This is an optimization exercise on Yosys and OpenROAD, whose aim is a short achievable clock period and few clock cycles, not a production implementation.
The RTL of this run was laid out without a check of its function.
Power is estimated from default activity; no workload was simulated.

### flow/config.mk
export PLATFORM = sky130hd
export DESIGN_NAME = mips
export DESIGN_NICKNAME = mips
export VERILOG_FILES = /design/flow/design.v
export SDC_FILE = /design/flow/constraint.sdc
export NUM_CORES = 4
export LEC_CHECK = 0
export ABC_CLOCK_PERIOD_IN_PS = 3000
export CAP_MARGIN = 20
export CORE_MARGIN = 2
export CORE_UTILIZATION = 40
export PLACE_DENSITY = 0.6
export SLEW_MARGIN = 20
### flow/constraint.sdc
create_clock -name core_clock -period 20.0 [get_ports {clk}]
set_input_delay 4.0000 -clock core_clock [delete_from_list [all_inputs] [get_ports {clk}]]
set_output_delay 4.0000 -clock core_clock [all_outputs]
set_load 0.01 [all_outputs]
### flow/design.v
`timescale 1ns / 1ps
module mips(
    input clk,
    input reset,
    output [31:0] i_addr,
    input  [31:0] i_data,
    output [31:0] d_addr,
    output        d_we,
    output [3:0]  d_be,
    output [31:0] d_wdata,
    input  [31:0] d_rdata,
    output        wb_en,
    output [4:0]  wb_reg,
    output [31:0] wb_data,
    output [31:0] wb_pc
    );
    reg  [31:0] pcF;
    reg  [31:0] instrD, pcD, pc4D;
    reg  [31:0] gpr [1:31];
    reg  [31:0] hi, lo;
    reg  [31:0] pcE, aE_r, bE_r, immE, linkE;
    reg  [4:0]  shE, rdE;
    reg         wrE, loadE, storeE;
    reg         fAM, fAW, fBM, fBW;
    reg         e_add, e_subm, e_sum, e_and, e_or, e_xor, e_nor, e_slt, e_sltu;
    reg         e_sll, e_srl, e_sra, e_shv, e_lui, e_link, e_mfhi, e_mflo, e_bimm;
    reg         e_lb, e_lh, e_lw, e_lbu, e_lhu, e_sb, e_sh, e_sw;
    reg         e_mult, e_div, e_msgn, e_mthi, e_mtlo;
    reg  [31:0] resM, addrM, wdataM, pcM;
    reg  [3:0]  beM;
    reg  [4:0]  rdM;
    reg         wrM, loadM, weM;
    reg         m_lb, m_lh, m_lw, m_lbu, m_lhu;
    reg  [31:0] wdW, pcW;
    reg  [4:0]  rdW;
    reg         wrW;
    wire [31:0] pc4F = pcF + 32'd4;
    assign i_addr = pcF;
    wire [5:0]  op  = instrD[31:26];
    wire [5:0]  fn  = instrD[5:0];
    wire [4:0]  rsD = instrD[25:21];
    wire [4:0]  rtD = instrD[20:16];
    wire [4:0]  rdD = instrD[15:11];
    wire [15:0] immD = instrD[15:0];
    wire        isR = (op == 6'd0);
    wire d_sll   = isR & (fn == 6'h00);
    wire d_srl   = isR & (fn == 6'h02);
    wire d_sra   = isR & (fn == 6'h03);
    wire d_sllv  = isR & (fn == 6'h04);
    wire d_srlv  = isR & (fn == 6'h06);
    wire d_srav  = isR & (fn == 6'h07);
    wire d_jr    = isR & (fn == 6'h08);
    wire d_jalr  = isR & (fn == 6'h09);
    wire d_mfhi  = isR & (fn == 6'h10);
    wire d_mthi  = isR & (fn == 6'h11);
    wire d_mflo  = isR & (fn == 6'h12);
    wire d_mtlo  = isR & (fn == 6'h13);
    wire d_mult  = isR & (fn == 6'h18);
    wire d_multu = isR & (fn == 6'h19);
    wire d_div   = isR & (fn == 6'h1a);
    wire d_divu  = isR & (fn == 6'h1b);
    wire d_add   = isR & ((fn == 6'h20) | (fn == 6'h21));
    wire d_sub   = isR & ((fn == 6'h22) | (fn == 6'h23));
    wire d_and   = isR & (fn == 6'h24);
    wire d_or    = isR & (fn == 6'h25);
    wire d_xor   = isR & (fn == 6'h26);
    wire d_nor   = isR & (fn == 6'h27);
    wire d_slt   = isR & (fn == 6'h2a);
    wire d_sltu  = isR & (fn == 6'h2b);
    wire d_bltz  = (op == 6'h01) & ~rtD[0];
    wire d_bgez  = (op == 6'h01) &  rtD[0];
    wire d_j     = (op == 6'h02);
    wire d_jal   = (op == 6'h03);
    wire d_beq   = (op == 6'h04);
    wire d_bne   = (op == 6'h05);
    wire d_blez  = (op == 6'h06);
    wire d_bgtz  = (op == 6'h07);
    wire d_addi  = (op == 6'h08) | (op == 6'h09);
    wire d_slti  = (op == 6'h0a);
    wire d_sltiu = (op == 6'h0b);
    wire d_andi  = (op == 6'h0c);
    wire d_ori   = (op == 6'h0d);
    wire d_xori  = (op == 6'h0e);
    wire d_lui   = (op == 6'h0f);
    wire d_lb    = (op == 6'h20);
    wire d_lh    = (op == 6'h21);
    wire d_lw    = (op == 6'h23);
    wire d_lbu   = (op == 6'h24);
    wire d_lhu   = (op == 6'h25);
    wire d_sb    = (op == 6'h28);
    wire d_sh    = (op == 6'h29);
    wire d_sw    = (op == 6'h2b);
    wire d_load   = d_lb | d_lh | d_lw | d_lbu | d_lhu;
    wire d_store  = d_sb | d_sh | d_sw;
    wire d_shimm  = d_sll | d_srl | d_sra;
    wire d_shv    = d_sllv | d_srlv | d_srav;
    wire d_ralu   = d_add | d_sub | d_and | d_or | d_xor | d_nor | d_slt | d_sltu | d_shimm | d_shv;
    wire d_ialu   = d_addi | d_slti | d_sltiu | d_andi | d_ori | d_xori | d_lui;
    wire d_branch = d_beq | d_bne | d_blez | d_bgtz | d_bltz | d_bgez;
    wire d_mdstart = d_mult | d_multu | d_div | d_divu;
    wire d_mdop   = d_mdstart | d_mfhi | d_mflo | d_mthi | d_mtlo;
    wire use_rs = (d_ralu & ~d_shimm) | d_jr | d_jalr | d_mdstart | d_mthi | d_mtlo |
                  (d_ialu & ~d_lui) | d_load | d_store | d_branch;
    wire use_rt = d_ralu | d_mdstart | d_store | d_beq | d_bne;
    wire [4:0] dstD = d_jal ? 5'd31 :
                      (d_ralu | d_jalr | d_mfhi | d_mflo) ? rdD :
                      (d_ialu | d_load) ? rtD : 5'd0;
    wire wrD = (dstD != 5'd0);
    wire [31:0] rfA = (rsD == 5'd0) ? 32'd0 : gpr[rsD];
    wire [31:0] rfB = (rtD == 5'd0) ? 32'd0 : gpr[rtD];
    wire aM = wrM & ~loadM & (rdM == rsD);
    wire bM = wrM & ~loadM & (rdM == rtD);
    wire aW = wrW & (rdW == rsD);
    wire bW = wrW & (rdW == rtD);
    wire [31:0] aD = aM ? resM : aW ? wdW : rfA;
    wire [31:0] bD = bM ? resM : bW ? wdW : rfB;
    wire hitEa = wrE & (rdE == rsD);
    wire hitEb = wrE & (rdE == rtD);
    wire hitE  = (use_rs & hitEa) | (use_rt & hitEb);
    wire hitML = wrM & loadM & ((use_rs & (rdM == rsD)) | (use_rt & (rdM == rtD)));
    reg         m1v;             
    reg  [1:0]  dvst;            
    wire md_block = e_mult | e_div | m1v | (dvst == 2'd1) | (dvst == 2'd2);
    wire needD   = d_branch | d_jr | d_jalr;
    wire stall   = (loadE & hitE) | (needD & (hitE | hitML)) | (d_mdop & md_block);
    wire a_eq_b = (aD == bD);
    wire a_zero = (aD == 32'd0);
    wire taken  = (d_beq & a_eq_b) | (d_bne & ~a_eq_b) |
                  (d_blez & (aD[31] | a_zero)) | (d_bgtz & ~aD[31] & ~a_zero) |
                  (d_bltz & aD[31]) | (d_bgez & ~aD[31]);
    wire [31:0] btarget = pc4D + {{14{immD[15]}}, immD, 2'b00};
    wire [31:0] jtarget = {pc4D[31:28], instrD[25:0], 2'b00};
    wire [31:0] npc = taken ? btarget :
                      (d_j | d_jal) ? jtarget :
                      (d_jr | d_jalr) ? aD : pc4F;
    wire [31:0] immExt = d_lui ? {immD, 16'd0} :
                         (d_andi | d_ori | d_xori) ? {16'd0, immD} :
                         {{16{immD[15]}}, immD};
    always @(posedge clk) begin
        if (reset) begin
            pcF    <= 32'h0000_3000;
            instrD <= 32'd0;
        end else if (!stall) begin
            pcF    <= npc;
            instrD <= i_data;
            pcD    <= pcF;
            pc4D   <= pc4F;
        end
    end
    always @(posedge clk) begin
        pcE   <= pcD;
        aE_r  <= aD;
        bE_r  <= bD;
        immE  <= immExt;
        linkE <= pc4D + 32'd4;
        shE   <= instrD[10:6];
        rdE   <= dstD;
        fAM   <= hitEa;
        fBM   <= hitEb;
        fAW   <= ~hitEa & wrM & loadM & (rdM == rsD);
        fBW   <= ~hitEb & wrM & loadM & (rdM == rtD);
        e_subm <= d_sub | d_slt | d_sltu | d_slti | d_sltiu;
        e_sum  <= d_add | d_addi | d_sub;
        e_and  <= d_and | d_andi;
        e_or   <= d_or | d_ori;
        e_xor  <= d_xor | d_xori;
        e_nor  <= d_nor;
        e_slt  <= d_slt | d_slti;
        e_sltu <= d_sltu | d_sltiu;
        e_sll  <= d_sll | d_sllv;
        e_srl  <= d_srl | d_srlv;
        e_sra  <= d_sra | d_srav;
        e_shv  <= d_shv;
        e_lui  <= d_lui;
        e_link <= d_jal | d_jalr;
        e_mfhi <= d_mfhi;
        e_mflo <= d_mflo;
        e_bimm <= d_ialu | d_load | d_store;
        e_lb   <= d_lb;
        e_lh   <= d_lh;
        e_lw   <= d_lw;
        e_lbu  <= d_lbu;
        e_lhu  <= d_lhu;
        e_sb   <= d_sb;
        e_sh   <= d_sh;
        e_sw   <= d_sw;
        e_msgn <= d_mult | d_div;
        if (reset | stall) begin
            wrE    <= 1'b0;
            loadE  <= 1'b0;
            storeE <= 1'b0;
            e_mult <= 1'b0;
            e_div  <= 1'b0;
            e_mthi <= 1'b0;
            e_mtlo <= 1'b0;
        end else begin
            wrE    <= wrD;
            loadE  <= d_load;
            storeE <= d_store;
            e_mult <= d_mult | d_multu;
            e_div  <= d_div | d_divu;
            e_mthi <= d_mthi;
            e_mtlo <= d_mtlo;
        end
    end
    wire [31:0] aE = fAM ? resM : fAW ? wdW : aE_r;
    wire [31:0] bE = fBM ? resM : fBW ? wdW : bE_r;
    wire [31:0] opB = e_bimm ? immE : bE;
    wire [32:0] addsub = {1'b0, aE} + {1'b0, opB ^ {32{e_subm}}} + {32'd0, e_subm};
    wire        slt_r  = (aE[31] ^ opB[31]) ? aE[31] : addsub[31];
    wire        sltu_r = ~addsub[32];
    wire [4:0]  sa     = e_shv ? aE[4:0] : shE;
    wire [31:0] sll_r  = bE << sa;
    wire [32:0] sr_in  = {e_sra & bE[31], bE};
    wire [32:0] sr_o   = $signed(sr_in) >>> sa;
    wire [31:0] resE = ({32{e_sum}}  & addsub[31:0]) |
                       ({32{e_and}}  & (aE & opB)) |
                       ({32{e_or}}   & (aE | opB)) |
                       ({32{e_xor}}  & (aE ^ opB)) |
                       ({32{e_nor}}  & ~(aE | opB)) |
                       {31'd0, (e_slt & slt_r) | (e_sltu & sltu_r)} |
                       ({32{e_sll}}  & sll_r) |
                       ({32{e_srl | e_sra}} & sr_o[31:0]) |
                       ({32{e_lui}}  & immE) |
                       ({32{e_link}} & linkE) |
                       ({32{e_mfhi}} & hi) |
                       ({32{e_mflo}} & lo);
    wire [31:0] addrE = aE + immE;
    wire [3:0]  beE   = e_sw ? 4'b1111 :
                        e_sh ? (addrE[1] ? 4'b1100 : 4'b0011) :
                        (4'b0001 << addrE[1:0]);
    wire [31:0] wdE   = e_sw ? bE : e_sh ? {2{bE[15:0]}} : {4{bE[7:0]}};
    always @(posedge clk) begin
        resM   <= resE;
        addrM  <= addrE;
        wdataM <= wdE;
        beM    <= beE;
        pcM    <= pcE;
        rdM    <= rdE;
        m_lb   <= e_lb;
        m_lh   <= e_lh;
        m_lw   <= e_lw;
        m_lbu  <= e_lbu;
        m_lhu  <= e_lhu;
        if (reset) begin
            wrM   <= 1'b0;
            loadM <= 1'b0;
            weM   <= 1'b0;
        end else begin
            wrM   <= wrE;
            loadM <= loadE;
            weM   <= storeE;
        end
    end
    assign d_addr  = addrM;
    assign d_we    = weM;
    assign d_be    = beM;
    assign d_wdata = wdataM;
    wire [15:0] ld_h = addrM[1] ? d_rdata[31:16] : d_rdata[15:0];
    wire [7:0]  ld_b = addrM[0] ? ld_h[15:8] : ld_h[7:0];
    wire [31:0] ldv  = m_lw ? d_rdata :
                       (m_lh | m_lhu) ? {{16{m_lh & ld_h[15]}}, ld_h} :
                       {{24{m_lb & ld_b[7]}}, ld_b};
    always @(posedge clk) begin
        wdW <= loadM ? ldv : resM;
        pcW <= pcM;
        rdW <= rdM;
        if (reset) wrW <= 1'b0;
        else       wrW <= wrM;
    end
    assign wb_en   = wrW;
    assign wb_reg  = rdW;
    assign wb_data = wdW;
    assign wb_pc   = pcW;
    integer i;
    always @(posedge clk) begin
        if (reset) begin
            for (i = 1; i < 32; i = i + 1) gpr[i] <= 32'd0;
        end else if (wrW) begin
            gpr[rdW] <= wdW;
        end
    end
    reg  [31:0] mA, mB;
    reg         mS, m2v;
    reg  [31:0] pLL;
    reg  [33:0] pLH, pHL, pHH;
    wire signed [16:0] mAh = {mS & mA[31], mA[31:16]};
    wire signed [16:0] mBh = {mS & mB[31], mB[31:16]};
    wire signed [16:0] mAl = {1'b0, mA[15:0]};
    wire signed [16:0] mBl = {1'b0, mB[15:0]};
    wire [63:0] prod = {32'd0, pLL} +
                       {{14{pLH[33]}}, pLH, 16'd0} +
                       {{14{pHL[33]}}, pHL, 16'd0} +
                       {pHH[31:0], 32'd0};
    always @(posedge clk) begin
        if (e_mult) begin
            mA <= aE;
            mB <= bE;
            mS <= e_msgn;
        end
        pLL <= mA[15:0] * mB[15:0];
        pLH <= mAl * mBh;
        pHL <= mAh * mBl;
        pHH <= mAh * mBh;
        if (reset) begin
            m1v <= 1'b0;
            m2v <= 1'b0;
        end else begin
            m1v <= e_mult;
            m2v <= m1v;
        end
    end
    function [5:0] clz32(input [31:0] x);
        reg [31:0] v;
        reg [4:0]  n;
        begin
            v = x;
            n = 5'd0;
            if (v[31:16] == 16'd0) begin n[4] = 1'b1; v = {v[15:0], 16'd0}; end
            if (v[31:24] == 8'd0)  begin n[3] = 1'b1; v = {v[23:0], 8'd0};  end
            if (v[31:28] == 4'd0)  begin n[2] = 1'b1; v = {v[27:0], 4'd0};  end
            if (v[31:30] == 2'd0)  begin n[1] = 1'b1; v = {v[29:0], 2'd0};  end
            n[0] = ~v[31];
            clz32 = (x == 32'd0) ? 6'd32 : {1'b0, n};
        end
    endfunction
    reg  [31:0] dvA, dvB;        
    reg         dvNq, dvNr;      
    reg  [31:0] dvR, dvQ, dvD;
    reg  [5:0]  dvCnt;           
    wire        aNeg = e_msgn & aE[31];
    wire        bNeg = e_msgn & bE[31];
    wire [5:0]  clzA = clz32(dvA);
    wire [5:0]  clzB = clz32(dvB);
    wire [5:0]  dvS  = clzB - clzA;
    wire [32:0] dt1 = {1'b0, dvR} - {1'b0, dvD};
    wire        g1  = ~dt1[32];
    wire [31:0] r1  = g1 ? dt1[31:0] : dvR;
    wire [31:0] d1  = {1'b0, dvD[31:1]};
    wire [32:0] dt2 = {1'b0, r1} - {1'b0, d1};
    wire        g2  = ~dt2[32];
    wire [31:0] r2  = g2 ? dt2[31:0] : r1;
    always @(posedge clk) begin
        if (e_div) begin
            dvA  <= aNeg ? (~aE + 32'd1) : aE;
            dvB  <= bNeg ? (~bE + 32'd1) : bE;
            dvNq <= aNeg ^ bNeg;
            dvNr <= aNeg;
        end
        if (reset) begin
            dvst <= 2'd0;
        end else begin
            case (dvst)
                2'd0: if (e_div) dvst <= 2'd1;
                2'd1: begin
                    dvR <= dvA;
                    dvQ <= 32'd0;
                    dvD <= dvB << dvS[4:0];
                    dvCnt <= dvS + 6'd1;
                    if (clzB < clzA) dvst <= 2'd3;
                    else             dvst <= 2'd2;
                end
                2'd2: begin
                    if (dvCnt == 6'd1) begin
                        dvR   <= r1;
                        dvQ   <= {dvQ[30:0], g1};
                        dvst  <= 2'd3;
                    end else begin
                        dvR   <= r2;
                        dvQ   <= {dvQ[29:0], g1, g2};
                        dvD   <= {2'b00, dvD[31:2]};
                        dvCnt <= dvCnt - 6'd2;
                        if (dvCnt == 6'd2) dvst <= 2'd3;
                    end
                end
                2'd3: dvst <= 2'd0;
            endcase
        end
    end
    always @(posedge clk) begin
        if (reset) begin
            hi <= 32'd0;
            lo <= 32'd0;
        end else if (m2v) begin
            hi <= prod[63:32];
            lo <= prod[31:0];
        end else if (dvst == 2'd3) begin
            hi <= dvNr ? (~dvR + 32'd1) : dvR;
            lo <= dvNq ? (~dvQ + 32'd1) : dvQ;
        end else if (e_mthi) begin
            hi <= aE;
        end else if (e_mtlo) begin
            lo <= aE;
        end
    end
endmodule
### flow/run.sh
#!/bin/bash
# synth_recipe.tcl (not shown) runs the flow's synth.tcl, then flattens the netlist and writes it again
# the make line also repeats each setting of config.mk as NAME=value (left out here)
make -C /OpenROAD-flow-scripts/flow DESIGN_CONFIG=/design/flow/config.mk WORK_HOME=/design/flow/orfs CLKGATE_MAP_FILE= SYNTH_SCRIPT=/design/flow/synth_recipe.tcl finish
==> summary.txt <==
==> Yosys cell counts, types with 64 or more instances <==
cell	instances	area (um2)
mux4_2	566	12750
nor2_1	768	2883
nor3_1	217	1086
nand2_1	1232	4624
a21o_1	145	1089
dfxtp_1	691	13830
clkbuf_1	781	2932
and2_1	1413	8840
xnor2_1	387	3390
ha_1	721	9021
o21ai_0	371	1857
nor2b_1	84	525.5
xor2_1	187	1638
mux2i_1	311	3113
nand2b_1	64	400.4
a22o_1	64	560.5
fa_1	988	19780
buf_1	68	255.2
and3_1	67	419.2
a22oi_1	88	660.6
a221oi_1	95	832.1
a21oi_1	720	3603
nand3_1	130	650.6
mux2_2	87	979.7
edfxtp_1	1319	39610
a211oi_1	192	1441
o21a_1	107	803.3
inv_1	1329	4989
==> layer usage <==
metal,wire length (um),vias up,track usage
li1,-,48650,-
met1,207100,56140,0.3535
met2,256500,5129,0.4668
met3,46300,1308,0.05184
met4,35680,30,0.1588
met5,172,-,0
==> stage by stage <==
stage / cells / area, um2 / power (W)
floorplan: 14100 / 149300 / 0.007247
global placement: 18690 / 157400 / 0.008930
detailed placement: 18690 / 157600 / 0.008931
finish: 19140 / 165500 / 0.01340
CTS: 19120 / 165400 / 0.01337
global route: 19130 / 165400 / 0.01382
==> path summary, 6_finish.rpt <==
check | end | cells past startpoint
hold reg to reg | m_lb | 0
setup / recovery | dvR[12] | 33
setup reg to reg | dvR[12] | 33
hold / removal | m_lb | 0
==> kinds of logic after synthesis <==
family,Yosys count,share of synthesized area
flip-flops,2010,0.3579
buffers and inverters,2284,0.05943
AO/OA/AOI/OAI,2328,0.1016
multiplexers,966,0.1129
XOR/XNOR,574,0.03367
adder cells (fa/ha/maj),1709,0.1929
AND/OR/NAND/NOR,4225,0.1416
==> layout make-up <==
cell class / instances / area [um2] / share of cell area
multi-input cells: 9802 / 87850 / 0.5310
flip-flops and latches: 2010 / 53490 / 0.3233
well taps: 4972 / 6221 / 0.03760
clock buffers: 278 / 6147 / 0.03715
repair buffers: 577 / 5047 / 0.03051
inverters: 1331 / 4999 / 0.03021
clock inverters: 152 / 1642 / 0.009922
diodes: 21 / 52.55 / 0.0003176
==> placed cells by master (no fill, tap or decap), drive strengths merged, types with 63 or more instances in the layout <==
master / synthesis / routed
nand2: 1232 / 1232
a21o: 145 / 145
xor2: 187 / 187
ha: 721 / 721
a31oi: 63 / 63
mux4: 566 / 566
a221oi: 95 / 95
inv: 1330 / 1355
a22o: 64 / 64
nand2b: 64 / 64
a211oi: 192 / 192
a22oi: 88 / 88
nor2: 768 / 768
clkinv: 1 / 90
o21a: 107 / 107
clkbuf: 785 / 278
nand3: 131 / 131
clkdlybuf4s50: 0 / 235
dfxtp: 691 / 691
o21ai: 389 / 389
a21oi: 720 / 720
and3: 67 / 67
mux2i: 311 / 311
and2: 1415 / 1415
mux2: 89 / 89
nor2b: 84 / 84
xnor2: 387 / 387
buf: 168 / 342
edfxtp: 1319 / 1319
fa: 988 / 988
nor3: 217 / 217
==> where the power goes <==
part,leakage [nW],switching (W),internal (W)
clock,3.82,0.00194,0.00252
sequential,19.0,0.000274,0.00474
combinational,43.8,0.00255,0.00138
==> critical path, delay by kind of cell (launching register included) <==
kind / cells / cell delay, ns
AND/OR/NAND/NOR: 2 / 0.43
flip-flops: 1 / 0.43
AO/OA/AOI/OAI: 19 / 4.64
multiplexers: 3 / 1.00
buffers and inverters: 5 / 1.04
adder cells (fa/ha/maj): 4 / 1.02
==> impl_metrics.py <==
metrics = {
    "critical_path": {
        "crit_fanout": 33,
        "cpPeakStageDelay_ns": 0.49,
        "required_ns": 20.62,
        "worstPathArrival_ns": 9.56,
        "worstSetupPathType": "flip-flop to flip-flop",
        "cp-start-kind": "flip-flop",
        "cp-end-kind": "flip-flop",
        "regToRegSetupSlack_ns": 11.06,
        "crit_start": "dvR[0]",
        "crit_path_frequent_cell": "a21oi_1",
        "r2r_start": "dvR[0]",
        "crit_slowest_cell": "buf_4",
    },
    "logic_synthesis": {
        "synthArstFlopShare": 0,
        "yosys_warnings": 1,
        "synth_top_flop_cell": "edfxtp_1",
        "synth_nets": 15870,
        "synth_cells": 14100,
        "synthesis.area_um2": 149300,
        "ys_ff_latch": 2010,
        "synth_cell_type_count": 90,
        "synth_area_per_cell_um2": 10.59,
        "synth_edf_count": 1319,
        "ys_seq_area_frac": 0.3579,
    },
    "min_path": {
        "hp-class": "flip-flop to flip-flop",
        "hold_start": "e_lb",
    },
    "final_layout": {
        "drive_above_1_share": 0.1108,
        "largest_reg_flops": 1024,
        "nets": 15730,
        "fin_util": 0.4449,
        "max_flop_register": "gpr",
        "reg_top3": "gpr (1024), pHL (34), pLH (34)",
        "fillers": 34860,
        "syn_to_final_growth_pct": 10.81,
    },
    "timing": {
        "max-slew-margin-rel": 0.1653,
        "grt_setup_unrepaired": "false",
        "setup_ws_ns": 11.06,
        "finalMaxSlewViolations": 0,
        "setup_viol": 0,
        "max_freq_ghz": 0.1118,
        "fin_worst_skew_ns": 0.1372,
        "layout_min_cycle_time_ns": 8.943,
        "tightestPinTransition_ns": 1.250,
        "finalSetupTns_ns": 0,
        "holdWs_ns": 0.3094,
        "min_period_over_period": 0.4472,
        "hold_viol": 0,
    },
    "die": {
        "dieArea_um2": 378200,
        "coreArea_um2": 371900,
        "rows": 224,
        "die_w_um": 615.0,
        "initial_core_util": 0.4015,
        "die_h_um": 615.0,
        "io_pins": 237,
    },
    "detailed_routing": {
        "drc": 0,
        "firstDrtPassIters": 6,
        "detail-route-antenna-nets": 0,
        "vias_per_cell": 5.812,
        "drt_iter0_drc": 11560,
        "via_count": 111300,
        "drt-wirelength-per-cell_um": 28.51,
        "drt-total-wl_um": 545700,
    },
    "clock_tree": {
        "cts_resized": 0,
        "cts-root-buf": "clkbuf_16",
        "post_cts_buffers": 0,
        "cts_tree": "yes",
        "clockBufferDepth": 4,
        "cts_made_buffers": 230,
        "clk_latency_ns": 1.00,
        "cts.sinks": 2010,
        "htree_levels": 4,
        "cts.clk_slew.worst_paths_ns": 0.06,
        "cts_hold_buf": 0,
    },
    "global_route": {
        "grt_pass1_vias": 110200,
        "grt_max_degree": 95,
        "antenna_found_initial": 49,
        "grt_pass1_wl_um": 788000,
        "overflow": 0,
        "track_usage": 0.2843,
    },
    "power": {
        "vdd_drop_max_mv": 0.07889,
        "p_leak_nw": 66.68,
        "power_density_nw_per_um2": 80.99,
    },
    "place": {
        "hpwl_um": 390100,
        "place.gp.congestion": 1.012,
        "io_buffer_count": 236,
        "pre_cts_ws_ns": 11.15,
    },
    "job": {
        "drv_cap": 0,
    },
    "status": {
        "status": "complete, no violations",
    },
}

## static timing again, ports no longer ideal
No port has a modelled driver above. Below, the same layout with a new extraction and two added sets of constraints.
Step 1 sets driving cells, clkbuf_16 on the clock port and buf_2 on the other inputs (assumed; they add their load-dependent delay and slew).
Step 2, shift: input delay + t, output delay - t, t = (earliest + latest rising clock arrival at the registers) / 2. This alone moves slack from input paths to output paths.
a / b / c = ideal / step 1 / step 2; a / b = the first two.
t (ns): 1.048
setup WS [ns]: 11.057 / 11.057 / 11.057
hold slack, ns: 0.309 / 0.309 / 0.309
worst setup path after step 2: register to register
worst register clock-pin slew, ns: 0.07 / 0.07
After both steps setup and hold are still met in this run. The setup slack of this run moves by 0.000 ns with the drivers and by 0.000 ns with both steps.
